Source: an optimization exercise on an open RTL-to-GDS flow (aim: small area). Production flows keep margins and buffers that such runs may drop. The RTL was checked by simulation tests, not by an equivalence proof against the original design. Power and IR drop assume default switching activity.

==> flow/design.v <==
`timescale 1ns / 1ps 
module data_scramler( 
    input               clk         ,
    input               ce          ,  
    input               rst_n       , 
    input               Scram_Din   ,  
    input               Scram_En    ,  
    input       [6:0]   Scram_Seed  , 
    input               Scram_Load  , 
    input               Signal_Flag_In,
    output reg          Signal_Flag_Out,
    output reg          Scram_Dout  ,
    output reg          Scram_Vld   
);
    reg     [6:0]   shift_reg;
    always@(posedge clk or negedge rst_n ) begin
        if(!rst_n) begin
            shift_reg <= 0;
            Scram_Dout <= 0;
            Scram_Vld  <= 0; 
        end
        else if (ce) begin if( Scram_Load ) begin 
            shift_reg <= Scram_Seed; 
            Scram_Vld <= 0; 
        end
        else if( Scram_En && ~Signal_Flag_In ) begin
            Scram_Dout <= shift_reg[6] + shift_reg[3] + Scram_Din;  
            Scram_Vld  <= 1; 
            shift_reg <= {shift_reg[5:0],(shift_reg[6]+shift_reg[3])};  
        end
        else if( Scram_En && Signal_Flag_In ) begin
            Scram_Dout <= Scram_Din; 
            Scram_Vld  <= 1; 
        end
        else begin  
            Scram_Vld  <= 0; 
        end
            end
    end
    always@(posedge clk or negedge rst_n ) begin
        if(!rst_n) begin 
            Signal_Flag_Out <= 0;
        end
        else if (ce) begin if( ~Signal_Flag_In ) begin 
            Signal_Flag_Out <= 0; 
        end
        else if(  Signal_Flag_In ) begin 
            Signal_Flag_Out <= 1;
        end 
            end
    end
endmodule   
`timescale 1ns / 1ps 
module data_conv_code( 
    input               clk         ,
    input               ce          ,  
    input               rst_n       , 
    input               Signal_Flag_In, 
    output reg         Signal_Flag_Out,
    input               Conv_Din   ,  
    input               Conv_En    , 
    output reg  [1:0]   Conv_Dout  ,
    output reg          Conv_Vld   
); 
    reg     [5:0]   shift_reg;
    always@(posedge clk or negedge rst_n ) begin
        if(!rst_n) begin
            shift_reg <= 0;
            Conv_Dout <= 0;
            Conv_Vld  <= 0; 
        end
        else if (ce) begin if( Conv_En ) begin
            Conv_Dout[0] <= shift_reg[5] + shift_reg[4] + shift_reg[2] + shift_reg[1] + Conv_Din; 
            Conv_Dout[1] <= shift_reg[5] + shift_reg[2] + shift_reg[1] + shift_reg[0] + Conv_Din; 
            Conv_Vld  <= 1;
            shift_reg <= {shift_reg[4:0],Conv_Din};  
        end
        else begin  
            Conv_Vld  <= 0; 
        end
            end
    end
    always@(posedge clk or negedge rst_n ) begin
        if(!rst_n) begin 
            Signal_Flag_Out <= 0;
        end
        else if (ce) begin if( Signal_Flag_In ) begin 
            Signal_Flag_Out <= 1'b1;
        end
        else if( ~Signal_Flag_In ) begin   
            Signal_Flag_Out <= 1'b0;
        end
            end
    end
endmodule   
`timescale 1ns / 1ps 
module data_puncturing( 
    input               clk            ,
    input               din_ce         , 
    input               cb_ce          , 
    input               rst_n          ,
    input   [3:0]       Rate_Con       ,
    input               Signal_Flag_In ,
    input   [1:0]       Punt_Din       ,  
    input               Punt_En        ,  
    output reg [1:0]    SymbolLen_Con  ,
    output reg          Signal_Flag_Out,
    output reg          Punt_Dout      ,
    output reg          Punt_Vld       
);
    reg [5:0]   Puncture_in;
    reg [5:0]   Puncture_reg1;
    reg [5:0]   Puncture_reg;
    reg [2:0]   Cnt_Index;  
    reg [2:0]   Cnt_Bit; 
    reg [2:0]   Cnt_Bit_Max;
    reg         Cache_Valid;
    reg         Cache_Valid_reg1; 
    reg         Cache_Valid_reg; 
    reg         Signal_Flag1,Signal_Flag2,Signal_Flag3,Signal_Flag4;
    wire [3:0]  RATE_CON ;
    assign      RATE_CON = Signal_Flag_In ? 4'b1101 : Rate_Con;
    always@(posedge clk or negedge rst_n ) begin
        if(!rst_n) begin
            Puncture_in <= 0; 
            Cnt_Index <= 0;
            Cache_Valid <= 0;
        end
        else if (din_ce) begin if( Punt_En ) begin   
            case ( RATE_CON )
			4'b1101,4'b0101,4'b1001: begin
                Puncture_in[1:0] <= Punt_Din;	 
                Cache_Valid <= 1'b1;
                Cnt_Index <= 0;
            end
            4'b1111,4'b0111,4'b1011,4'b0011: begin
                Puncture_in <= {Puncture_in[3:0],Punt_Din};	  
                if(Cnt_Index==2)  begin
                    Cnt_Index <= 0;
                    Cache_Valid <= 1'b1;
                    end
                else  begin
                    Cnt_Index <= Cnt_Index + 1'b1;
                    Cache_Valid <= 1'b0;
                  end
            end
            4'b0001: begin
                Puncture_in <= {Puncture_in[3:0],Punt_Din};			  
                if(Cnt_Index==1) begin
                    Cnt_Index <= 0;
                    Cache_Valid <= 1'b1;
                    end
                else  begin
                    Cnt_Index <= Cnt_Index + 1'b1;
                    Cache_Valid <= 1'b0;
                    end
            end  
            default:;
            endcase
        end 
        else begin
            Cache_Valid <= 1'b0;
        end
            end
    end
    always@(posedge clk or negedge rst_n ) begin
        if(!rst_n) begin
            Signal_Flag1 <= 0;
        end
        else if (din_ce) begin if( ~Signal_Flag_In ) begin
            Signal_Flag1 <= 1'b0;
        end
        else if( Signal_Flag_In ) begin
            Signal_Flag1 <= 1'b1;
        end
            end
    end
    always@(posedge clk or negedge rst_n ) begin
        if(!rst_n) begin
            Signal_Flag2 <= 0; 
            Signal_Flag3 <= 0;
            Signal_Flag4 <= 0;
            Puncture_reg <= 0; 
            Puncture_reg1 <= 0;
            Cache_Valid_reg <= 0;
            Cache_Valid_reg1 <= 0;
        end
        else if (cb_ce) begin  begin 
            Signal_Flag2 <= Signal_Flag1;
            Puncture_reg1 <= Puncture_in;
            Cache_Valid_reg1 <= Cache_Valid;
            Signal_Flag3 <= Signal_Flag2 ;
            Puncture_reg <= Puncture_reg1;
            Cache_Valid_reg <= ~Cache_Valid_reg && Cache_Valid_reg1; 
            Signal_Flag4 <= Signal_Flag3;
        end
            end
    end  
    always@( * ) begin    
        if( Signal_Flag3 || Signal_Flag4 ) begin 
            Cnt_Bit_Max <= 1;
        end
        else  begin 
            case ( RATE_CON )
			4'b1101,4'b0101,4'b1001: begin
                Cnt_Bit_Max <= 1;
            end
            4'b1111,4'b0111,4'b1011,4'b0011: begin
                Cnt_Bit_Max <= 3;
            end
            4'b0001: begin
                Cnt_Bit_Max <= 2;
            end 
            default: Cnt_Bit_Max <= 1;
            endcase
        end  
    end
    always@(posedge clk or negedge rst_n ) begin
        if(!rst_n) begin 
            Cnt_Bit <= 0; 
        end
        else if (cb_ce) begin if( Cnt_Bit>=Cnt_Bit_Max ) begin
            Cnt_Bit <= 1'b0;
        end  
        else if( Cnt_Bit>0 ) begin
            Cnt_Bit <= Cnt_Bit + 1'b1;
        end 
        else if( Cache_Valid_reg ) begin
            Cnt_Bit <= 1'b1;
        end  
            end
    end 
    always@(posedge clk or negedge rst_n ) begin
        if(!rst_n) begin
            Punt_Dout <= 0; 
            Punt_Vld <= 0; 
        end
        else if (cb_ce) begin if( Cache_Valid_reg || (Cnt_Bit>0) )  begin 
            case(Cnt_Bit_Max)
            1:begin
                case ( Cnt_Bit )
                    0: begin
                        Punt_Dout <= Puncture_reg[0];
                        Punt_Vld  <= 1'b1;
                    end
                    1: begin
                        Punt_Dout <= Puncture_reg[1];
                        Punt_Vld  <= 1'b1;
                    end
                default:;
                endcase
            end
            2:begin
                case ( Cnt_Bit )
                    0: begin
                        Punt_Dout <= Puncture_reg[0];
                        Punt_Vld  <= 1'b1;
                    end
                    1: begin
                        Punt_Dout <= Puncture_reg[1];
                        Punt_Vld  <= 1'b1;
                    end
                    2: begin
                        Punt_Dout <= Puncture_reg[2];
                        Punt_Vld  <= 1'b1;
                    end
                default:;
                endcase
            end
            3:begin
                case ( Cnt_Bit )
                    0: begin
                        Punt_Dout <= Puncture_reg[0];
                        Punt_Vld  <= 1'b1;
                    end
                    1: begin
                        Punt_Dout <= Puncture_reg[1];
                        Punt_Vld  <= 1'b1;
                    end
                    2: begin
                        Punt_Dout <= Puncture_reg[2];
                        Punt_Vld  <= 1'b1;
                    end
                    3: begin
                        Punt_Dout <= Puncture_reg[5];
                        Punt_Vld  <= 1'b1;
                    end
                default: Punt_Vld <= 0;
                endcase
            end
            default: Punt_Vld <= 0;
            endcase
        end
        else begin 
            Punt_Vld <= 1'b0;
        end
            end
    end
    always@(posedge clk or negedge rst_n ) begin
        if(!rst_n) begin
            SymbolLen_Con <= 0;   
        end
        else if (cb_ce) begin if( Signal_Flag3 || Signal_Flag4) begin 
            SymbolLen_Con <= 2'b00; 
        end
        else if( Cnt_Bit==0 ) begin 
            case ( RATE_CON )
			4'b1101,4'b1111: begin
                SymbolLen_Con <= 2'b00;   
            end
            4'b0101,4'b0111: begin
                SymbolLen_Con <= 2'b01;    
            end
            4'b1001,4'b1011: begin
                SymbolLen_Con <= 2'b10;   
            end 
            4'b0001,4'b0011: begin
                SymbolLen_Con <= 2'b11;   
            end
            default:SymbolLen_Con <= 2'b00;
            endcase
        end  
            end
    end
    always@(posedge clk or negedge rst_n ) begin
        if(!rst_n) begin
            Signal_Flag_Out <= 0;
        end
        else if (cb_ce) begin if( Signal_Flag3 || Signal_Flag4) begin 
            Signal_Flag_Out <= 1;
        end
        else begin 
            Signal_Flag_Out <= 0;
        end  
            end
    end
endmodule   
`timescale 1ns / 1ps 
module sync_buffer
(
    input           rst_n,
	input			clk,
	input			ce,
	input			wea,
	input [8:0]		addra,
	input    		dina,
	output      	douta,
	input			web,
	input [8:0]		addrb,
	input       	dinb,
	output      	doutb
);
    	integer i;
	reg  [575:0]	int_mem;
	reg  	out_mema;
	reg  	out_memb;
	always @ (posedge clk or negedge rst_n)
		begin
			if (!rst_n)
				int_mem <= 576'b0;
			else if (ce)
				begin
					if (wea)
						int_mem[addra] <= dina;
					if (web)
						int_mem[addrb] <= dinb;
				end
		end
	always @ (posedge clk)
		if (ce) begin
			if (!wea)
				out_mema <= int_mem[addra];
			if (!web)
				out_memb <= int_mem[addrb];
		end
	assign douta = (wea)? 0 : out_mema;
	assign doutb = (web)? 0 : out_memb;
endmodule
`timescale 1ns / 1ps 
module data_interleaver
#(
    parameter   SIGNAL_INTV_TO_QAM_FRE = 4  
)(    
    input               clk             ,
    input               ce              ,   
    input               rst_n           , 
    input               Intv_Din        ,   
    input               Intv_En         , 
    input       [1:0]   Intv_Con        , 
    input               Signal_Flag_In  ,
    output reg  [1:0]   Map_Type        , 
    output reg          Intv_Dout       ,
    output reg          Intv_Vld        
);            
    reg             i;
    reg             wea  ;
    reg     [8:0]   addra; 
    reg             dina ;  
    wire             web  ;
    reg     [8:0]   addrb;  
    wire            doutb;
    reg     [8:0]   Cnt_Index;
    wire            Add_Cnt_Index;
    wire            End_Cnt_Index;
    reg     [8:0]   Cnt_Index_Max;
    reg     [1:0]   Intv_Con1;
    reg         Buf_A_Flag;
    reg         Buf_B_Flag;
    reg  [8:0]  Data_Buf_Len; 
    reg         Signal_Flag_Reg; 
    reg             Back_12Bits;
    reg     [3:0]   Cnt_Bit_12; 
    reg     [8:0]   Cnt_Bit; 
    reg [2:0]   Signal_Interval_Time;
    reg [5:0]   Signal_Bit_Cnt;
    localparam  N_48 =2'b00,
                N_96 =2'b01,
                N_192=2'b10,
                N_288=2'b11;
    always@(posedge clk or negedge rst_n ) begin
        if(!rst_n) begin 
            Cnt_Index   <= 0;        
        end
        else if (ce) begin if( End_Cnt_Index ) begin
            Cnt_Index <= 0;
        end
        else if( Add_Cnt_Index ) begin
            Cnt_Index <= Cnt_Index + 1'b1;
        end
            end
    end
    assign Add_Cnt_Index = Intv_En;
    assign End_Cnt_Index = Add_Cnt_Index &&( Cnt_Index == Cnt_Index_Max-1);
    always@( * ) begin  
        case ( Intv_Con )
		N_48 :  Cnt_Index_Max = 48; 
        N_96 :  Cnt_Index_Max = 96;  
        N_192:  Cnt_Index_Max = 192;  
        N_288:  Cnt_Index_Max = 288;  
        default:Cnt_Index_Max = 48;
        endcase 
    end
    always@(posedge clk or negedge rst_n ) begin
        if(!rst_n) begin 
            wea   <= 0;
            addra <= 0;
            dina  <= 0;     
            i <= 0;
        end
        else if (ce) begin if( Add_Cnt_Index && (i==0) ) begin 
            case(Intv_Con)
            N_48:begin  
                wea   <= 1;
                addra <= Cnt_Index[3:0] + (Cnt_Index[3:0]<<1) + Cnt_Index[8:4] ;  
                dina  <= Intv_Din;   
            end 
            N_96:begin  
                wea   <= 1;
                addra <= (Cnt_Index[3:0]<<1)  + (Cnt_Index[3:0]<<2) + Cnt_Index[8:4] ;  
                dina  <= Intv_Din;   
            end
            N_192:begin  
                wea   <= 1;
                addra <= (Cnt_Index[3:0]<<3)  + (Cnt_Index[3:0]<<2) + Cnt_Index[8:4];  
                dina  <= Intv_Din;  
            end
            N_288:begin  
                wea   <= 1;
                addra <= (Cnt_Index[3:0]<<4)  + (Cnt_Index[3:0]<<1) + Cnt_Index[8:4];  
                dina  <= Intv_Din;  
            end 
            default:;
            endcase
            if(End_Cnt_Index)  i <= 1;
        end 
        else if( Add_Cnt_Index && (i==1) ) begin 
            case(Intv_Con)
            N_48:begin  
                wea   <= 1;
                addra <= Cnt_Index[3:0] + (Cnt_Index[3:0]<<1) + Cnt_Index[8:4] + 288;  
                dina  <= Intv_Din;  
            end
            N_96:begin  
                wea   <= 1;
                addra <= (Cnt_Index[3:0]<<1)  + (Cnt_Index[3:0]<<2) + Cnt_Index[8:4] + 288;  
                dina  <= Intv_Din; 
            end
            N_192:begin  
                wea   <= 1;
                addra <= (Cnt_Index[3:0]<<3)  + (Cnt_Index[3:0]<<2) + Cnt_Index[8:4] + 288;  
                dina  <= Intv_Din;  
            end
            N_288:begin  
                wea   <= 1;
                addra <= (Cnt_Index[3:0]<<4)  + (Cnt_Index[3:0]<<1) + Cnt_Index[8:4] + 288;  
                dina  <= Intv_Din;  
            end 
            default:;
            endcase
            if(End_Cnt_Index)  i <= 0;
        end 
        else begin
            wea <= 0; 
        end
            end
    end
    sync_buffer  spram(
        .rst_n          (rst_n          )  ,
	    .clk            (clk            )  ,
	    .ce             (ce             )  ,
	    .wea            (wea            )  ,
	    .addra          (addra          )  ,
	    .dina           (dina           )  ,
	    .douta          (               )  ,
	    .web            (web           )  ,
	    .addrb          (addrb          )  ,
	    .dinb           (               )  ,
	    .doutb          (doutb          )  
    );
    assign web =1'b0;
    always@(posedge clk or negedge rst_n ) begin
        if(!rst_n) begin 
            Buf_A_Flag   <= 0;       
        end
        else if (ce) begin if( Buf_A_Flag && (Cnt_Bit== Data_Buf_Len-1) ) begin
            Buf_A_Flag <= 0;  
        end
        else if( End_Cnt_Index && (i==0) ) begin
            Buf_A_Flag <= 1; 
        end 
            end
    end
    always@(posedge clk or negedge rst_n ) begin
        if(!rst_n) begin 
            Buf_B_Flag   <= 0;   
        end
        else if (ce) begin if( Buf_B_Flag && (Cnt_Bit== Data_Buf_Len-1)) begin
            Buf_B_Flag <= 0;  
        end
        else if( End_Cnt_Index && (i==1) ) begin
            Buf_B_Flag <= 1; 
        end 
            end
    end
    always@(posedge clk or negedge rst_n ) begin
        if(!rst_n) begin        
            Signal_Flag_Reg <=0;
            Data_Buf_Len <= 0;
        end
        else if (ce) begin if( Signal_Flag_Reg && (Signal_Bit_Cnt>=48-1 )&&(Signal_Interval_Time>=SIGNAL_INTV_TO_QAM_FRE-1 ) ) begin 
            Signal_Flag_Reg <= 0; 
        end
        else if( End_Cnt_Index    ) begin  
            Signal_Flag_Reg <= Signal_Flag_In; 
            Data_Buf_Len <= Cnt_Index_Max;
        end 
            end
    end
    always@(posedge clk or negedge rst_n ) begin
        if(!rst_n) begin 
            Intv_Con1 <= 0;        
        end
        else if (ce) begin if( End_Cnt_Index  ) begin 
            Intv_Con1 <= Intv_Con ; 
        end   
            end
    end 
    always@(posedge clk or negedge rst_n ) begin
        if(!rst_n) begin 
            Signal_Interval_Time <= 0;   
        end
        else if (ce) begin if( Signal_Flag_Reg  ) begin 
             if( (Signal_Interval_Time>=SIGNAL_INTV_TO_QAM_FRE-1 ) )  begin  
                Signal_Interval_Time  <= 0 ;   
            end 
            else begin
                Signal_Interval_Time <= Signal_Interval_Time + 1'b1;   
            end
        end
            end
    end 
    always@(posedge clk or negedge rst_n ) begin
        if(!rst_n) begin 
            Signal_Bit_Cnt <= 0;   
        end
        else if (ce) begin if( Signal_Flag_Reg &&(Signal_Interval_Time>=SIGNAL_INTV_TO_QAM_FRE-1)    ) begin 
             if( Signal_Bit_Cnt>=Data_Buf_Len-1  )  begin  
                Signal_Bit_Cnt  <= 0 ;   
            end 
            else begin
                Signal_Bit_Cnt <= Signal_Bit_Cnt + 1'b1;   
            end
        end
            end
    end 
    always@(posedge clk or negedge rst_n ) begin
        if(!rst_n) begin 
            Cnt_Bit   <= 0;    
            Back_12Bits <= 0;  
            Cnt_Bit_12 <= 0;    
        end
        else if (ce) begin if( Buf_A_Flag || Buf_B_Flag ) begin
            begin 
                if( Cnt_Bit == Data_Buf_Len-1 )
                    Cnt_Bit <= 0; 
                else  
                    Cnt_Bit <= Cnt_Bit + 1'b1; 
            end
            begin 
                if( (Back_12Bits==1)&& Cnt_Bit_12==11) 
                    Back_12Bits <= 1'b0; 
                else if( Cnt_Bit_12==11 )
                    Back_12Bits <=  1'b1;  
                end
            begin
                if( Cnt_Bit_12==11) 
                    Cnt_Bit_12 <= 0; 
                else 
                    Cnt_Bit_12 <= Cnt_Bit_12 + 1'b1; 
            end
        end 
            end
    end 
    reg  Rd_Buf_Vld;
     always@(posedge clk or negedge rst_n ) begin
        if(!rst_n) begin 
            addrb <= 0;   
            Rd_Buf_Vld <= 0;  
        end
        else if (ce) begin if( Buf_A_Flag && ~Signal_Flag_Reg  )  begin 
            Rd_Buf_Vld <= 1'b1; 
            if(Back_12Bits==0) 
                addrb <= Cnt_Bit;
            else if(Back_12Bits==1) begin
                case(Cnt_Bit[1:0])
                2'b00: addrb <= {Cnt_Bit[8:2],2'b10};
                2'b01: addrb <= {Cnt_Bit[8:2],2'b11};
                2'b10: addrb <= {Cnt_Bit[8:2],2'b00};
                2'b11: addrb <= {Cnt_Bit[8:2],2'b01};
                default:;
                endcase
            end
        end 
        else if( Buf_B_Flag && ~Signal_Flag_Reg)  begin 
            Rd_Buf_Vld <= 1'b1;
            if(Back_12Bits==0) 
                addrb <= 288 + Cnt_Bit;
            else if(Back_12Bits==1) begin
                case(Cnt_Bit[1:0])
                2'b00: addrb <= 288 + {Cnt_Bit[8:2],2'b10};
                2'b01: addrb <= 288 + {Cnt_Bit[8:2],2'b11};
                2'b10: addrb <= 288 + {Cnt_Bit[8:2],2'b00};
                2'b11: addrb <= 288 + {Cnt_Bit[8:2],2'b01};
                default:;
                endcase
            end
        end    
        else if( Signal_Flag_Reg && ((Signal_Interval_Time>=SIGNAL_INTV_TO_QAM_FRE-1 )) ) begin 
            addrb <= Signal_Bit_Cnt;   
            Rd_Buf_Vld <= 1; 
        end
        else begin 
            Rd_Buf_Vld <= 0;
        end
            end
    end 
    always@(posedge clk or negedge rst_n ) begin
        if(!rst_n) begin 
            Intv_Dout <= 0;
            Intv_Vld  <= 0;     
        end
        else if (ce) begin if( Rd_Buf_Vld ) begin 
            Intv_Dout <= doutb;
            Intv_Vld  <= 1'b1 ;  
        end  
        else    begin  
            Intv_Vld  <= 1'b0 ;   
        end 
            end
    end 
    always@(posedge clk or negedge rst_n ) begin
        if(!rst_n) begin 
            Map_Type <= 0;        
        end
        else if (ce) begin if((Buf_B_Flag || Buf_A_Flag) &&(Cnt_Bit==0)) begin 
            Map_Type <= Intv_Con1 ; 
        end   
            end
    end 
endmodule   
 `timescale 1ns / 1ps 
module data_maping( 
    input               clk         ,
    input               cb_ce       , 
    input               ce          ,  
    input               rst_n       , 
    input               Tx_Clr      ,
    input  [1:0]        Map_Type    ,
    input               Qam16_Din   ,  
    input               Qam16_En    ,    
    output reg  [7:0]   Qam16_Re    ,
    output reg  [7:0]   Qam16_Im    ,
    output reg          Qam16_Vld   ,
    output reg  [5:0]   Index_Out   
); 
    reg   [5:0]     Map_Bits;
    reg   [5:0]     Map_Bits_Reg;
    reg   [1:0]     Map_Type_Reg;
    reg             Map_Bits_Vld_80M; 
    wire            Map_Vld_80M_20M;
    reg   [2:0]     Cnt_Bits_Max;
    reg   [2:0]     Cnt_Bits;
    wire            Add_Cnt_Bits;
    wire            End_Cnt_Bits;
    reg             Map_Bits_Vld_20M;
    reg   [5:0]     Map_Bits_20M;
    reg   [1:0]     Map_Type_20M;
    always@(posedge clk or negedge rst_n ) begin
        if(!rst_n) begin 
            Cnt_Bits <= 0;  
        end
        else if (cb_ce) begin if( Tx_Clr ) begin
            Cnt_Bits <= 0;
        end
        else if( End_Cnt_Bits ) begin 
            Cnt_Bits <= 0;
        end
        else if( Add_Cnt_Bits ) begin   
            Cnt_Bits <= Cnt_Bits + 1'b1;
        end
            end
    end
    assign Add_Cnt_Bits = Qam16_En;
    assign End_Cnt_Bits = Add_Cnt_Bits &&(Cnt_Bits==Cnt_Bits_Max-1);
    always@( * ) begin
       case(Map_Type)
            2'b00:Cnt_Bits_Max = 1;  
            2'b01:Cnt_Bits_Max = 2;  
            2'b10:Cnt_Bits_Max = 4;  
            2'b11:Cnt_Bits_Max = 6;  
            default:Cnt_Bits_Max =1;
       endcase
    end
    always@(posedge clk or negedge rst_n ) begin
        if(!rst_n) begin 
            Map_Bits <= 0;  
        end
        else if (cb_ce) begin if( Add_Cnt_Bits ) begin 
            case(Map_Type)
            2'b00: 
                case(Cnt_Bits)
                0: Map_Bits[0] <= Qam16_Din;
                default:;
                endcase 
            2'b01:
                case(Cnt_Bits)
                0: Map_Bits[0] <= Qam16_Din;
                1: Map_Bits[1] <= Qam16_Din;
                default:;
                endcase 
            2'b10:
                case(Cnt_Bits)
                0: Map_Bits[0] <= Qam16_Din;
                1: Map_Bits[1] <= Qam16_Din;
                2: Map_Bits[2] <= Qam16_Din;
                3: Map_Bits[3] <= Qam16_Din;
                default:;
                endcase 
            2'b11:
                case(Cnt_Bits)
                0: Map_Bits[0] <= Qam16_Din;
                1: Map_Bits[1] <= Qam16_Din;
                2: Map_Bits[2] <= Qam16_Din;
                3: Map_Bits[3] <= Qam16_Din;
                4: Map_Bits[4] <= Qam16_Din;
                5: Map_Bits[5] <= Qam16_Din;
                default:;
                endcase 
            default:;
            endcase
        end 
            end
    end
    always@(posedge clk or negedge rst_n ) begin
        if(!rst_n) begin 
            Map_Bits_Reg <= 0;  
            Map_Type_Reg <= 0; 
            Map_Bits_Vld_80M <= 0; 
        end
        else if (cb_ce) begin if(  End_Cnt_Bits  ) begin 
            Map_Bits_Reg <= Map_Bits;  
            Map_Type_Reg <= Map_Type;
            Map_Bits_Vld_80M <= 1'b1; 
        end 
        else begin
            Map_Bits_Vld_80M <= 1'b0;
        end
            end
    end
    reg  Map_Bits_Vld_80M1,Map_Bits_Vld_80M2,Map_Bits_Vld_80M3;
    always@(posedge clk or negedge rst_n ) begin
        if(!rst_n) begin  
            Map_Bits_Vld_80M1 <= 0;
            Map_Bits_Vld_80M2 <= 0;
            Map_Bits_Vld_80M3 <= 0;
        end
        else if (cb_ce) begin  begin
            Map_Bits_Vld_80M1 <= Map_Bits_Vld_80M;
            Map_Bits_Vld_80M2 <= Map_Bits_Vld_80M1;
            Map_Bits_Vld_80M3 <= Map_Bits_Vld_80M2;
        end
            end
    end
    assign Map_Vld_80M_20M = Map_Bits_Vld_80M3 || Map_Bits_Vld_80M2 || Map_Bits_Vld_80M1 || Map_Bits_Vld_80M;
    always@(posedge clk or negedge rst_n ) begin
        if(!rst_n) begin 
            Map_Bits_Vld_20M <= 0;
            Map_Bits_20M <= 0;
            Map_Type_20M <= 0;
        end
        else if (ce) begin if(  Map_Vld_80M_20M  ) begin 
            Map_Bits_Vld_20M <= 1'b1;
            Map_Bits_20M <= Map_Bits_Reg;
            Map_Type_20M <= Map_Type_Reg;
        end 
        else begin
            Map_Bits_Vld_20M <= 1'b0;
        end
            end
    end
    always@(posedge clk or negedge rst_n ) begin
        if(!rst_n) begin 
            Qam16_Re  <= 0;
            Qam16_Im  <= 0;
            Qam16_Vld <= 0;
            Index_Out <= 6'b111_111;  
        end
        else if (ce) begin if( Tx_Clr ) begin
            Qam16_Re  <= 0;
            Qam16_Im  <= 0;
            Qam16_Vld <= 0;
            Index_Out <= 6'b111_111;
        end
        else if( Map_Bits_Vld_20M ) begin 
            case(Map_Type_20M) 
                2'b00: begin     
                    case(Map_Bits_20M[0])
                        1'b0: Qam16_Re <= 8'b1100_0000; 
                        1'b1: Qam16_Re <= 8'b0100_0000; 
                    default:Qam16_Re <= 0;
                    endcase
                    Qam16_Im <= 8'b00000000;
                    Qam16_Vld <= 1;
                    Index_Out <= Index_Out + 1;
                end
                2'b01: begin         
                    case(Map_Bits_20M[0])
                        1'b0: Qam16_Re <= 8'b1101_0011;   
                        1'b1: Qam16_Re <= 8'b0010_1101;   
                    default:Qam16_Re <= 0;
                    endcase
                    case(Map_Bits_20M[1])
                        1'b0: Qam16_Im <= 8'b1101_0011;
                        1'b1: Qam16_Im <= 8'b0010_1101; 
                    default: Qam16_Im <= 0;
                    endcase
                    Qam16_Vld <= 1;
                    Index_Out <= Index_Out + 1;
                end
                2'b10: begin        
                    case(Map_Bits_20M[1:0])
                        2'b00: Qam16_Re <= 8'b11000011;  
                        2'b10: Qam16_Re <= 8'b11101100;
                        2'b01: Qam16_Re <= 8'b00111101;
                        2'b11: Qam16_Re <= 8'b00010100;
                    default:Qam16_Re <= 0;
                    endcase
                    case(Map_Bits_20M[3:2])
                        2'b00: Qam16_Im <= 8'b11000011;
                        2'b10: Qam16_Im <= 8'b11101100;
                        2'b01: Qam16_Im <= 8'b00111101;
                        2'b11: Qam16_Im <= 8'b00010100;
                    default: Qam16_Im <= 0;
                    endcase
                    Qam16_Vld <= 1;
                    Index_Out <= Index_Out + 1;
                end
                2'b11: begin     
                    case(Map_Bits_20M[2:0])
                        3'b000: Qam16_Re <= 8'b1011_1011;  
                        3'b001: Qam16_Re <= 8'b1100_1111;  
                        3'b011: Qam16_Re <= 8'b1110_0011;  
                        3'b010: Qam16_Re <= 8'b1111_0111;  
                        3'b110: Qam16_Re <= 8'b0100_0101;  
                        3'b111: Qam16_Re <= 8'b0011_0001; 
                        3'b101: Qam16_Re <= 8'b0001_1101; 
                        3'b100: Qam16_Re <= 8'b0000_1001; 
                    default:Qam16_Re <= 0;
                    endcase
                    case(Map_Bits_20M[5:3])
                        3'b000: Qam16_Im <= 8'b1011_1011;  
                        3'b001: Qam16_Im <= 8'b1100_1111;  
                        3'b011: Qam16_Im <= 8'b1110_0011;  
                        3'b010: Qam16_Im <= 8'b1111_0111;  
                        3'b110: Qam16_Im <= 8'b0100_0101;  
                        3'b111: Qam16_Im <= 8'b0011_0001; 
                        3'b101: Qam16_Im <= 8'b0001_1101; 
                        3'b100: Qam16_Im <= 8'b0000_1001; 
                    default: Qam16_Im <= 0;
                    endcase
                    Qam16_Vld <= 1;
                    Index_Out <= Index_Out + 1;
                end
                default:;
            endcase
        end
        else   begin  
            Qam16_Vld  <= 0;
            Index_Out <= 6'b111_111;
        end 
            end
    end
endmodule   
`timescale 1ns / 1ps 
module spram_128
(
    input           rst_n,
	input			clk,
	input			ce,
	input			wea,
	input [6:0]		addra,
	input [7:0] 	dina,
	output[7:0] 	douta,
	input			web,
	input [6:0]		addrb,
	input [7:0]  	dinb,
	output[7:0] 	doutb
);
    integer i;
	reg [7:0]	int_mem [127:0]; 
	reg  [7:0]	out_mema;
	reg  [7:0]	out_memb;
	always @ (posedge clk)
		if (ce) begin
            if (wea)
				begin
					int_mem[addra] <= dina;
				end
			else
				begin
					out_mema <= int_mem[addra];
				end
		end
	always @ (posedge clk)
		if (ce) begin
			if (web)
				begin
					int_mem[addrb] <= dinb;
				end
			else
				begin
					out_memb <= int_mem[addrb];
				end
		end
	assign douta = (wea)? 8'b0 : out_mema;
	assign doutb = (web)? 8'b0 : out_memb;
endmodule
`timescale 1ns / 1ps 
module data_pilot( 
    input               clk         ,
    input               ce          ,  
    input               rst_n       , 
    input       [7:0]   Pilot_DinRe    ,
    input       [7:0]   Pilot_DinIm    ,
    input               Pilot_En    ,  
    input       [5:0]   Pilot_Index  , 
    input               pilot_start ,   
    output reg  [7:0]   Pilot_DoutRe      ,
    output reg  [7:0]   Pilot_DoutIm      ,
    output reg          Pilot_Vld      
);
    reg             Re_wea   ; 
    reg     [6:0]   Re_addra ; 
    reg     [7:0]   Re_dina  ; 
    reg             Im_wea   ; 
    reg     [6:0]   Im_addra ; 
    reg     [7:0]   Im_dina  ; 
    reg             wen_out  ;
    reg     [6:0]   out_addr ; 
    reg     [7:0]   din_b    ; 
    wire    [7:0]   Im_doutb ; 
    wire    [7:0]   Re_doutb ;
reg  [6:0]   Index_Out ;
    reg Pilot_En1;
    reg Pilot_En2;
    wire wr_done;
    always@(posedge clk  or negedge rst_n ) begin
        if(!rst_n) begin
            Pilot_En1 <= 0; 
            Pilot_En2 <= 0;
        end
        else if (ce) begin  begin 
            Pilot_En1 <= Pilot_En;
            Pilot_En2 <= Pilot_En1;
        end 
            end
    end
    assign wr_done = Pilot_En1 && ~Pilot_En;
    reg     [6:0]   shift_reg;
    wire            scram_out ;
    always@(posedge clk or negedge rst_n ) begin
        if(!rst_n) begin
            shift_reg <= 7'b111_1111; 
        end
        else if (ce) begin if( pilot_start ) begin 
            shift_reg <= 7'b111_1111; 
        end 
        else if( wr_done  ) begin  
            shift_reg <= {shift_reg[5:0],(shift_reg[6]+shift_reg[3])};  
        end 
            end
    end
    assign scram_out = (shift_reg[6]+shift_reg[3]);  
    reg     [6:0]   cnt_symbol;
    reg             insert;
    always@(posedge clk or negedge rst_n ) begin
        if(!rst_n) begin
            Re_addra <= 0; 
            Re_wea <= 0;
            Re_dina <= 0;
        end
        else if (ce) begin if( Pilot_En ) begin  
            Re_addra[6] <= cnt_symbol[0] ? 1 : 0;
            case(Pilot_Index)
                0,1,2,3,4 :						      
                    Re_addra[5:0] <= Pilot_Index+38 ; 					 
                5,6,7,8,9,10,11,12,13,14,15,16,17 :
                    Re_addra[5:0] <= Pilot_Index+39 ;
                18,19,20,21,22,23 : 
                    Re_addra[5:0] <= Pilot_Index+40 ;
                24,25,26,27,28,29 :
                    Re_addra[5:0] <= Pilot_Index-23 ; 
                30,31,32,33,34,35,36,37,38,39,40,41,42 :
                    Re_addra[5:0] <= Pilot_Index-22 ;
                43,44,45,46,47 : 
                    Re_addra[5:0] <= Pilot_Index-21 ;
            default:Re_addra[5:0] <= 0;
            endcase
            Re_dina <= Pilot_DinRe;
            Re_wea <= 1;
        end
        else  if( insert ) begin   
            case(Re_addra[5:0])   
                0  :begin
                    Re_addra[5:0] <= 7;
                    Re_dina <= scram_out ? 8'b11000000 : 8'b01000000;
                    Re_wea <= 1;
                end					 
                7  :begin
                    Re_addra[5:0] <= 21;
                    Re_dina <= scram_out ? 8'b01000000 : 8'b11000000;
                    Re_wea <= 1;
                end
                21 : begin
                    Re_addra[5:0] <= 43;
                    Re_dina <= scram_out ? 8'b11000000 : 8'b01000000;
                    Re_wea <= 1;
                end
                43 :begin
                    Re_addra[5:0] <= 57;
                    Re_dina <= scram_out ? 8'b11000000 : 8'b01000000;
                    Re_wea <= 1;
                end 
                57 :begin
                    Re_addra[5:0] <= 0; 
                    Re_wea <= 0;
                end 
            default: begin 
                    Re_addra[5:0] <= 0;
                    Re_wea <= 0;
            end
            endcase
        end
        else  begin
            Re_addra[6] <= cnt_symbol[0] ? 1 : 0;
            Re_wea <= 0;
            Re_addra[5:0] <= 0;
        end
            end
    end
    always@(posedge clk or negedge rst_n ) begin
        if(!rst_n) begin
            insert <= 1; 
        end
        else if (ce) begin if( Re_addra[5:0]==57 ) begin 
            insert <= 0; 
        end 
        else if( wr_done || pilot_start ) begin   
            insert <= 1;  
        end 
            end
    end
    always@(posedge clk or negedge rst_n ) begin
        if(!rst_n) begin
            cnt_symbol <= 0; 
        end
        else if (ce) begin if( pilot_start ) begin  
            cnt_symbol <= 0; 
        end 
        else if( wr_done ) begin   
            cnt_symbol <= cnt_symbol + 1;  
        end 
            end
    end
    always@(posedge clk or negedge rst_n ) begin
        if(!rst_n) begin
            Im_addra <= 0; 
            Im_wea <= 0;
            Im_dina <= 0;
        end
        else if (ce) begin if( Pilot_En ) begin  
            Im_addra[6] <= cnt_symbol[0] ? 1 : 0;
            case(Pilot_Index)
                0,1,2,3,4 :						      
                    Im_addra[5:0] <= Pilot_Index+38 ; 					 
                5,6,7,8,9,10,11,12,13,14,15,16,17 :
                    Im_addra[5:0] <= Pilot_Index+39 ;
                18,19,20,21,22,23 : 
                    Im_addra[5:0] <= Pilot_Index+40 ;
                24,25,26,27,28,29 :
                    Im_addra[5:0] <= Pilot_Index-23 ; 
                30,31,32,33,34,35,36,37,38,39,40,41,42 :
                    Im_addra[5:0] <= Pilot_Index-22 ;
                43,44,45,46,47 : 
                    Im_addra[5:0] <= Pilot_Index-21 ;
            default:Im_addra[5:0] <= 0;
            endcase
            Im_dina <= Pilot_DinIm;
            Im_wea <= 1;
        end
        else   begin   
            Im_wea <= 0; 
            Im_addra[6] <= cnt_symbol[0] ? 1 : 0; 
            Im_addra[5:0] <= 0;
        end
            end
    end
    reg   initialize ;
    always@(posedge clk or negedge rst_n ) begin
        if(!rst_n) begin
            initialize  <= 1; 
        end
        else if (ce) begin if( out_addr==127 ) begin    
            initialize <= 0 ;
        end 
            end
    end
    reg  rdy,rdy1,rdy2; 
    always@(posedge clk or negedge rst_n ) begin
        if(!rst_n) begin
            rdy  <= 0; 
        end
        else if (ce) begin if( out_addr[5:0]==63  ) begin      
            rdy <= 0;
        end 
        else if( ~Pilot_En &&  Pilot_En2  ) begin     
            rdy <= 1;
        end 
            end
    end
    always@(posedge clk or negedge rst_n ) begin
        if(!rst_n) begin
            wen_out  <= 0;
            out_addr <= 0;
            din_b    <= 0;
        end
        else if (ce) begin if( initialize ) begin    
            out_addr <= out_addr + 1; 
            wen_out <= 1; 
            din_b    <= 0;
        end 
        else if( rdy ) begin
            out_addr <= out_addr + 1; 
            wen_out <= 0;
        end
        else begin
            wen_out <= 0;
        end
            end
    end
    always@(posedge clk or negedge rst_n ) begin
        if(!rst_n) begin
            rdy1  <= 0; 
            rdy2  <= 0; 
        end
        else if (ce) begin  begin    
            rdy1  <= rdy; 
            rdy2  <= rdy1; 
        end 
            end
    end
    always@(posedge clk or negedge rst_n ) begin
        if(!rst_n) begin
            Pilot_DoutRe    <= 0;
            Pilot_DoutIm    <= 0;
            Pilot_Vld <= 0;  
        end
        else if (ce) begin  if( rdy1 ) begin     
            Pilot_DoutRe    <= Re_doutb;
            Pilot_DoutIm    <= Im_doutb;
            Pilot_Vld <= 1;  
        end 
        else 
            Pilot_Vld <= 0; 
            end
    end
    always@(posedge clk or negedge rst_n ) begin
        if(!rst_n) begin 
            Index_Out <= 0;
        end
        else if (ce) begin  if( rdy1 ) begin    
            Index_Out <= Index_Out + 1'b1;
        end 
        else  
            Index_Out <= 0;
            end
    end
    spram_128  spram_Re(
        .rst_n          (rst_n          )  ,
	    .clk            (clk          )  ,
	    .ce             (ce           )  ,
	    .wea            (Re_wea            )  ,
	    .addra          (Re_addra          )  ,
	    .dina           (Re_dina           )  ,
	    .douta          (               )  ,
	    .web            (wen_out              )  ,
	    .addrb          (out_addr          )  ,
	    .dinb           (din_b                )  ,
	    .doutb          (Re_doutb          )  
    );
    spram_128  spram_Im(
        .rst_n          (rst_n          )  ,
	    .clk            (clk          )  ,
	    .ce             (ce           )  ,
	    .wea            (Im_wea            )  ,
	    .addra          (Im_addra          )  ,
	    .dina           (Im_dina           )  ,
	    .douta          (               )  ,
	    .web            (wen_out              )  ,
	    .addrb          (out_addr          )  ,
	    .dinb           (din_b               )  ,
	    .doutb          (Im_doutb          )  
    );
endmodule   
`timescale 1ns / 1ps 
module   OFDM_Data_Modem
    #(
        parameter  SIGNAL_INTV_TO_QAM_FRE = 4
    )(  
    input               clk         , 
    input               rst_n       ,
    input               Tx_Clr      ,
    input [3:0]         Rate_Con    , 
    input               Signal_Flag ,
    input [6:0]         Scram_Seed  ,
    input               Data_Bit    ,
    input               Data_Bit_Vld,
    output[7:0]         Dout_Re     ,
    output[7:0]         Dout_Im     ,
    output              Dout_Vld      
);              
    reg  [3:0]  Phase;
    always@(posedge clk or negedge rst_n ) begin
        if(!rst_n)
            Phase <= 0;
        else if( Phase==11 )
            Phase <= 0;
        else
            Phase <= Phase + 1'b1;
    end
    wire din_ce = (Phase==0) || (Phase==4) || (Phase==8);
    wire cb_ce  = (Phase==0) || (Phase==3) || (Phase==6) || (Phase==9);
    wire sys_ce = (Phase==0);
    wire        Scram_Din   ;
    wire        Scram_En    ;
    wire        Scram_Dout  ;
    wire        Scram_Vld   ;
    wire        Signal_Scram_Out;
    assign Scram_Din = Data_Bit;
    assign Scram_En = Data_Bit_Vld ;
    data_scramler  u_scram(   
        .clk                (clk                ),
        .ce                 (din_ce             ),
        .rst_n              (rst_n              ), 
        .Scram_Din          (Scram_Din          ), 
        .Scram_En           (Scram_En           ), 
        .Scram_Seed         (Scram_Seed         ), 
        .Scram_Load         (Tx_Clr             ), 
        .Signal_Flag_In     (Signal_Flag        ),
        .Signal_Flag_Out    (Signal_Scram_Out   ),    
        .Scram_Dout         (Scram_Dout         ),
        .Scram_Vld          (Scram_Vld          ) 
    );
    wire        Conv_Din   ;
    wire        Conv_En    ;
    wire [1:0]  Conv_Dout  ;
    wire        Conv_Vld   ;
    wire        Signal_Conv_Out;
    assign Conv_Din = Scram_Dout;
    assign Conv_En  = Scram_Vld ;
    data_conv_code u_conv( 
        .clk                (clk                ),
        .ce                 (din_ce             ),  
        .rst_n              (rst_n              ),  
        .Conv_Din           (Conv_Din           ),  
        .Signal_Flag_In     (Signal_Scram_Out   ),
        .Signal_Flag_Out    (Signal_Conv_Out    ),
        .Conv_En            (Conv_En            ), 
        .Conv_Dout          (Conv_Dout          ),
        .Conv_Vld           (Conv_Vld           ) 
    );
    wire [1:0]  Punt_Din ;
    wire        Punt_En  ;
    wire        Punt_Dout;
    wire        Punt_Vld ;
    wire        Signal_Punt_Out;
    wire  [1:0] SymbolLen_Con;
    assign Punt_Din = Conv_Dout ;
    assign Punt_En  = Conv_Vld  ;
    data_puncturing  u_punt( 
        .clk                (clk                ),
        .din_ce             (din_ce             ), 
        .cb_ce              (cb_ce              ),  
        .rst_n              (rst_n              ) , 
        .Rate_Con           (Rate_Con           ),
        .Signal_Flag_In     (Signal_Conv_Out    ),
        .SymbolLen_Con      (SymbolLen_Con      ),
        .Signal_Flag_Out    (Signal_Punt_Out    ),
        .Punt_Din           (Punt_Din           ),  
        .Punt_En            (Punt_En            ),  
        .Punt_Dout          (Punt_Dout          ),
        .Punt_Vld           (Punt_Vld           )
    );
    wire        Intv_Din ;
    wire        Intv_En  ;
    wire        Intv_Dout;
    wire        Intv_Vld ;
    wire [1:0]  Map_Type;
    assign Intv_Din = Punt_Dout;
    assign Intv_En  = Punt_Vld ;
    data_interleaver 
    #(
        .SIGNAL_INTV_TO_QAM_FRE(SIGNAL_INTV_TO_QAM_FRE)
    )
    u_intv( 
        .clk                (clk                ),
        .ce                 (cb_ce              ), 
        .rst_n              (rst_n              ), 
        .Intv_Con           (SymbolLen_Con      ), 
        .Signal_Flag_In     (Signal_Punt_Out    ), 
        .Map_Type           (Map_Type           ), 
        .Intv_Din           (Intv_Din           ), 
        .Intv_En            (Intv_En            ), 
        .Intv_Dout          (Intv_Dout          ), 
        .Intv_Vld           (Intv_Vld           )
    );
    wire        Qam16_Din;
    wire        Qam16_En ;
    wire [7:0]  Qam16_Re ; 
    wire [7:0]  Qam16_Im ; 
    wire        Qam16_Vld; 
    wire [5:0]  Index_Out;
    assign Qam16_Din = Intv_Dout;
    assign Qam16_En  = Intv_Vld ;
    data_maping u_Qam16( 
        .cb_ce              (cb_ce              ), 
        .clk                (clk                ),
        .ce                 (sys_ce             ), 
        .Tx_Clr             (Tx_Clr             ), 
        .rst_n              (rst_n              ), 
        .Map_Type           (Map_Type           ), 
        .Qam16_Din          (Qam16_Din          ), 
        .Qam16_En           (Qam16_En           ), 
        .Index_Out          (Index_Out          ), 
        .Qam16_Re           (Qam16_Re           ), 
        .Qam16_Im           (Qam16_Im           ),
        .Qam16_Vld          (Qam16_Vld          ) 
    );
    wire [7:0]      Pilot_DinRe ;
    wire [7:0]      Pilot_DinIm ;
    wire            Pilot_En    ;
    wire [7:0]      Pilot_DoutRe;
    wire [7:0]      Pilot_DoutIm;
    wire            Pilot_Vld   ; 
    assign Pilot_DinRe = Qam16_Re ;
    assign Pilot_DinIm = Qam16_Im ;
    assign Pilot_En    = Qam16_Vld;
    data_pilot  u_pilot(     
        .clk                (clk                ),
        .ce                 (sys_ce             ), 
        .rst_n              (rst_n              ) , 
        .Pilot_Index        (Index_Out          ) , 
        .Pilot_DinRe        (Pilot_DinRe        ) , 
        .Pilot_DinIm        (Pilot_DinIm        ) , 
        .Pilot_En           (Pilot_En           ) , 
        .pilot_start        (Tx_Clr             ) , 
        .Pilot_DoutRe       (Pilot_DoutRe       ) , 
        .Pilot_DoutIm       (Pilot_DoutIm       ) ,
        .Pilot_Vld          (Pilot_Vld          )   
    );
    assign Dout_Re  = Pilot_DoutRe;
    assign Dout_Im  = Pilot_DoutIm;
    assign Dout_Vld = Pilot_Vld   ;
endmodule          
==> flow/run.sh <==
#!/bin/bash
# synth_recipe.tcl (not shown) runs the flow's synth.tcl, then flattens the netlist and writes it again
# the make line also repeats each setting of config.mk as NAME=value (left out here)
make -C /OpenROAD-flow-scripts/flow DESIGN_CONFIG=/design/flow/config.mk WORK_HOME=/design/flow/orfs CLKGATE_MAP_FILE= SYNTH_SCRIPT=/design/flow/synth_recipe.tcl finish
==> flow/config.mk <==
export PLATFORM = sky130hd
export DESIGN_NAME = OFDM_Data_Modem
export DESIGN_NICKNAME = OFDM_Data_Modem
export VERILOG_FILES = /design/flow/design.v
export SDC_FILE = /design/flow/constraint.sdc
export NUM_CORES = 4
export LEC_CHECK = 0
export CAP_MARGIN = 20
export CORE_MARGIN = 2
export CORE_UTILIZATION = 40
export SLEW_MARGIN = 20
==> flow/constraint.sdc <==
create_clock -name core_clock -period 5.0 [get_ports {clk}]
set_input_delay 1.0000 -clock core_clock [delete_from_list [all_inputs] [get_ports {clk}]]
set_output_delay 1.0000 -clock core_clock [all_outputs]
set_load 0.01 [all_outputs]
==> flow_metrics.py <==
metrics = {
    "floorplan": {
        "rows": 210,
        "die_w_um": 576.7,
        "fp.dieH_um": 576.7,
        "ioPinCount": 34,
        "start_util": 0.4013,
        "design.core.area_um2": 326900,
        "die_area_um2": 332500,
    },
    "pwr": {
        "p_sw_frac": 0.2522,
        "intPower_mw": 39.97,
        "powerDensity_nw_per_um2": 361.8,
        "power_frac_comb": 0.082,
        "p_clk_frac": 0.442,
        "ir_drop_mv": 0.3224,
        "sequentialPowerShare": 0.477,
        "switching_power_mw": 13.48,
        "power.leakage_nw": 47.95,
    },
    "clocking": {
        "tritoncts": "yes",
        "clock_sinks": 2823,
        "cts_buffer_depth": 4,
        "clk_pin_slew_worst_paths_ns": 0.06,
        "cts_resized": 0,
        "hold_buffers": 0,
        "cts_setup_buffers": 0,
        "cts_max_level": 5,
        "numCtsBuffers": 314,
        "clk_latency_ns": 0.93,
        "root_buffer": "clkbuf_16",
    },
    "yosys": {
        "synth_top_cell_by_area": "edfxtp_1",
        "yosys.cell_types.count": 86,
        "ys_seq_area_frac": 0.6175,
        "synth.net_count": 10842,
        "synthArstFlopShare": 0.2685,
        "synthTopCellsByArea": "edfxtp_1 47%, dfrtp_1 14%, and2_1 7.9%",
        "netlist_instances": 10732,
        "synth_edf_count": 2065,
        "yosysTopAreaCellShare": 0.4727,
        "synth_area_um2": 131200,
        "ys_ff_latch": 2823,
        "syn_area_per_cell_um2": 12.22,
        "synthFlopType": "edfxtp_1",
        "yosysWarnings": 9,
    },
    "timing": {
        "drv_slew": 0,
        "tns_ns": 0,
        "relSlewSlack": 0.1993,
        "min_period_ns": 3.964,
        "setup_viol": 0,
        "hold_ws_ns": 0.1160,
        "skew_ns": 0.07334,
        "hold_viol_final": 0,
        "fmax_ghz": 0.2523,
        "worst_pin_slew_ns": 1.186,
        "fin_crit_sh": 0.7927,
        "rsz0062_at_grt": "no",
    },
    "setup_path": {
        "crit_path_start": "u_Qam16.Index_Out[0]",
        "r2r_slack_ns": 1.04,
        "crit_buf_inv": 1,
        "cp_data_required_time_ns": 5.71,
        "crit_cells": 8,
        "r2r_cells": 8,
        "timing.rr.start": "u_Qam16.Index_Out[0]",
        "cpPeakStageDelay_ns": 1.03,
        "r2r-end": "u_pilot.Re_addra[2]",
        "arrival_ns": 4.68,
        "startpoint_type": "flip-flop",
        "critPathKind": "flip-flop to flip-flop",
        "crit_chain": "inv_1 -> ha_1 -> nor4_1 -> o22ai_1 -> a22oi_1 -> a21oi_1 -> o311ai_0 -> o211ai_1",
        "setup.worst_path.end": "u_pilot.Re_addra[2]",
        "worst-path-max-fanout": 9,
        "endpoint_kind": "flip-flop",
        "slowest_stage": "o311ai_0",
        "path_delay_family": "compound AO/OA/AOI/OAI gates",
    },
    "grt": {
        "grt_pass1_wl_mm": 642.0,
        "antenna_found_initial": 17,
        "grt_use_total": 0.2576,
        "grt_overflow": 0,
        "grt_max_degree": 136,
        "first_global_vias": 92937,
    },
    "drt": {
        "wirelength_mm": 440.3,
        "route.detailed.drc": 0,
        "vias": 94226,
        "antenna_left": 0,
        "vias_per_cell": 6.224,
        "drt-initial-drc-count": 13340,
        "routedWlPerCell_um": 29.09,
        "dr.pass1.iters": 9,
    },
    "cells_and_area": {
        "layout_commonest_cell": "edfxtp_1",
        "fillCellCount": 29417,
        "final_nets": 10648,
        "instances_no_fill": 15139,
        "drive_gt1_frac": 0.1222,
        "area_delta_synth_final_pct": 12.62,
        "layout_common_cells": "2065 x edfxtp_1, 1656 x and2_1, 828 x nand2_1",
        "reg_top3": "u_pilot.spram_Im.int_mem (1024), u_pilot.spram_Re.int_mem (1024), u_intv.spram.int_mem (512)",
    },
    "placed_design": {
        "dpl.cell_count": 14567,
        "place.gp.congestion": 0.9219,
        "portBuffers": 33,
        "dp.final_hpwl_mm": 267.8,
    },
    "worst_hold_path": {
        "hold_class": "input port to asynchronous set/reset pin",
    },
    "job": {
        "drv_cap": 0,
    },
    "run_status": {
        "status": "no timing/DRC/antenna violations",
    },
}
-- cells in the mapped netlist (all sizes together) (30+ instances only) --
cell type / number
nand3: 80
xnor2: 55
o221ai: 62
buf: 132
a221oi: 168
nand4: 122
a31oi: 140
nor3: 240
nor4: 40
ha: 87
clkbuf: 815
and3: 294
nand2: 848
mux2: 190
inv: 70
mux2i: 130
and2: 1658
nor2b: 30
nand2b: 39
edfxtp: 2065
nor2: 536
a21oi: 121
dfrtp: 743
a22oi: 633
o22ai: 286
o21ai: 183
mux4: 96
a22o: 560
-- area by class of cell --
class	instances	area, um2	area share
antenna	8	20.02	0.0001355
tap	4346	5438	0.03681
clock inverter	150	1588	0.01075
inverter	76	287.8	0.001948
sequential	2823	81080	0.5488
clock buffer	413	8738	0.05915
multi-input combinational	6886	46620	0.3156
timing repair buffer	437	3969	0.02686
-- logic make-up after synthesis --
logic type,Yosys count,share of synthesized area
AND/OR/NAND/NOR,3952,0.1620
flip-flops,2823,0.6175
multiplexers,416,0.04271
AO/OA/AOI/OAI,2349,0.1336
adder cells (fa/ha/maj),93,0.009214
buffers and inverters,1023,0.02972
XOR/XNOR,76,0.005351
-- metrics by stage --
| stage | util | power [mW] | setup WS, ns | instance area [um2] |
|---|---|---|---|---|
| 5_1_grt | 0.4519 | 54.81 | 0.8785 | 147700 |
| 4_1_cts | 0.4518 | 53.57 | 1.127 | 147700 |
| 3_5_place_dp | 0.4202 | 30.24 | 1.116 | 137400 |
| 6_report | 0.4520 | 53.45 | 1.036 | 147700 |
| 3_3_place_gp | 0.4202 | 30.18 | 1.003 | 137300 |
| 2_1_floorplan | - | 28.33 | 1.660 | 131200 |
-- power by group through the flow --
stage	clock, mW	combinational [mW]	sequential (mW)
floorplan	0	2.68	25.7
global placement	0	4.25	25.9
detailed placement	0	4.30	25.9
CTS	23.8	4.31	25.5
global route	24.7	4.60	25.5
finish	23.6	4.37	25.5
-- per-layer routing --
layer / part of all wire / wire length, um / track usage
met2: 0.45 / 199700 / 0.4001
met1: 0.40 / 177500 / 0.3558
met4: 0.031 / 13570 / 0.08190
met5: 0.00032 / 142 / 0
met3: 0.11 / 49420 / 0.06148
-- worst min path at each step --
stage / to / slack, ns / start / depth (start not counted)
global route: u_intv.spram.int_mem[416] / 0.17 / rst_n / 1
detailed placement: u_conv.Signal_Flag_Out / 0.45 / u_scram.Signal_Flag_Out / 2
global placement: u_conv.Signal_Flag_Out / 0.45 / u_scram.Signal_Flag_Out / 2
finish: u_intv.spram.int_mem[416] / 0.12 / rst_n / 1
CTS: u_intv.spram.int_mem[416] / 0.12 / rst_n / 1
floorplan: u_conv.Signal_Flag_Out / 0.44 / u_scram.Signal_Flag_Out / 2

## port drivers added, routing unchanged
How much do the figures lean on ideal ports? The routed layout below was timed once more, with nothing changed but the port constraints.
Step 1 assumes that a clkbuf_16 drives the clock port and a buf_2 every other input.
Step 2 moves the port delays by t, midway between the first and last clock arrival at a register: inputs arrive t later, outputs are due t later. That takes back most of the time a late clock gives input paths.
a / b / c = no drivers / after step 1 / after step 2; a / b = the first two.
t (ns): 0.995
slack for setup (ns): 1.036 / 1.036 / 1.036
latest minus earliest clock arrival (ns): 0.095 / 0.095
After both steps setup and hold are still met in this run. The setup slack of this run moves by 0.000 ns with the drivers and by 0.000 ns with both steps.
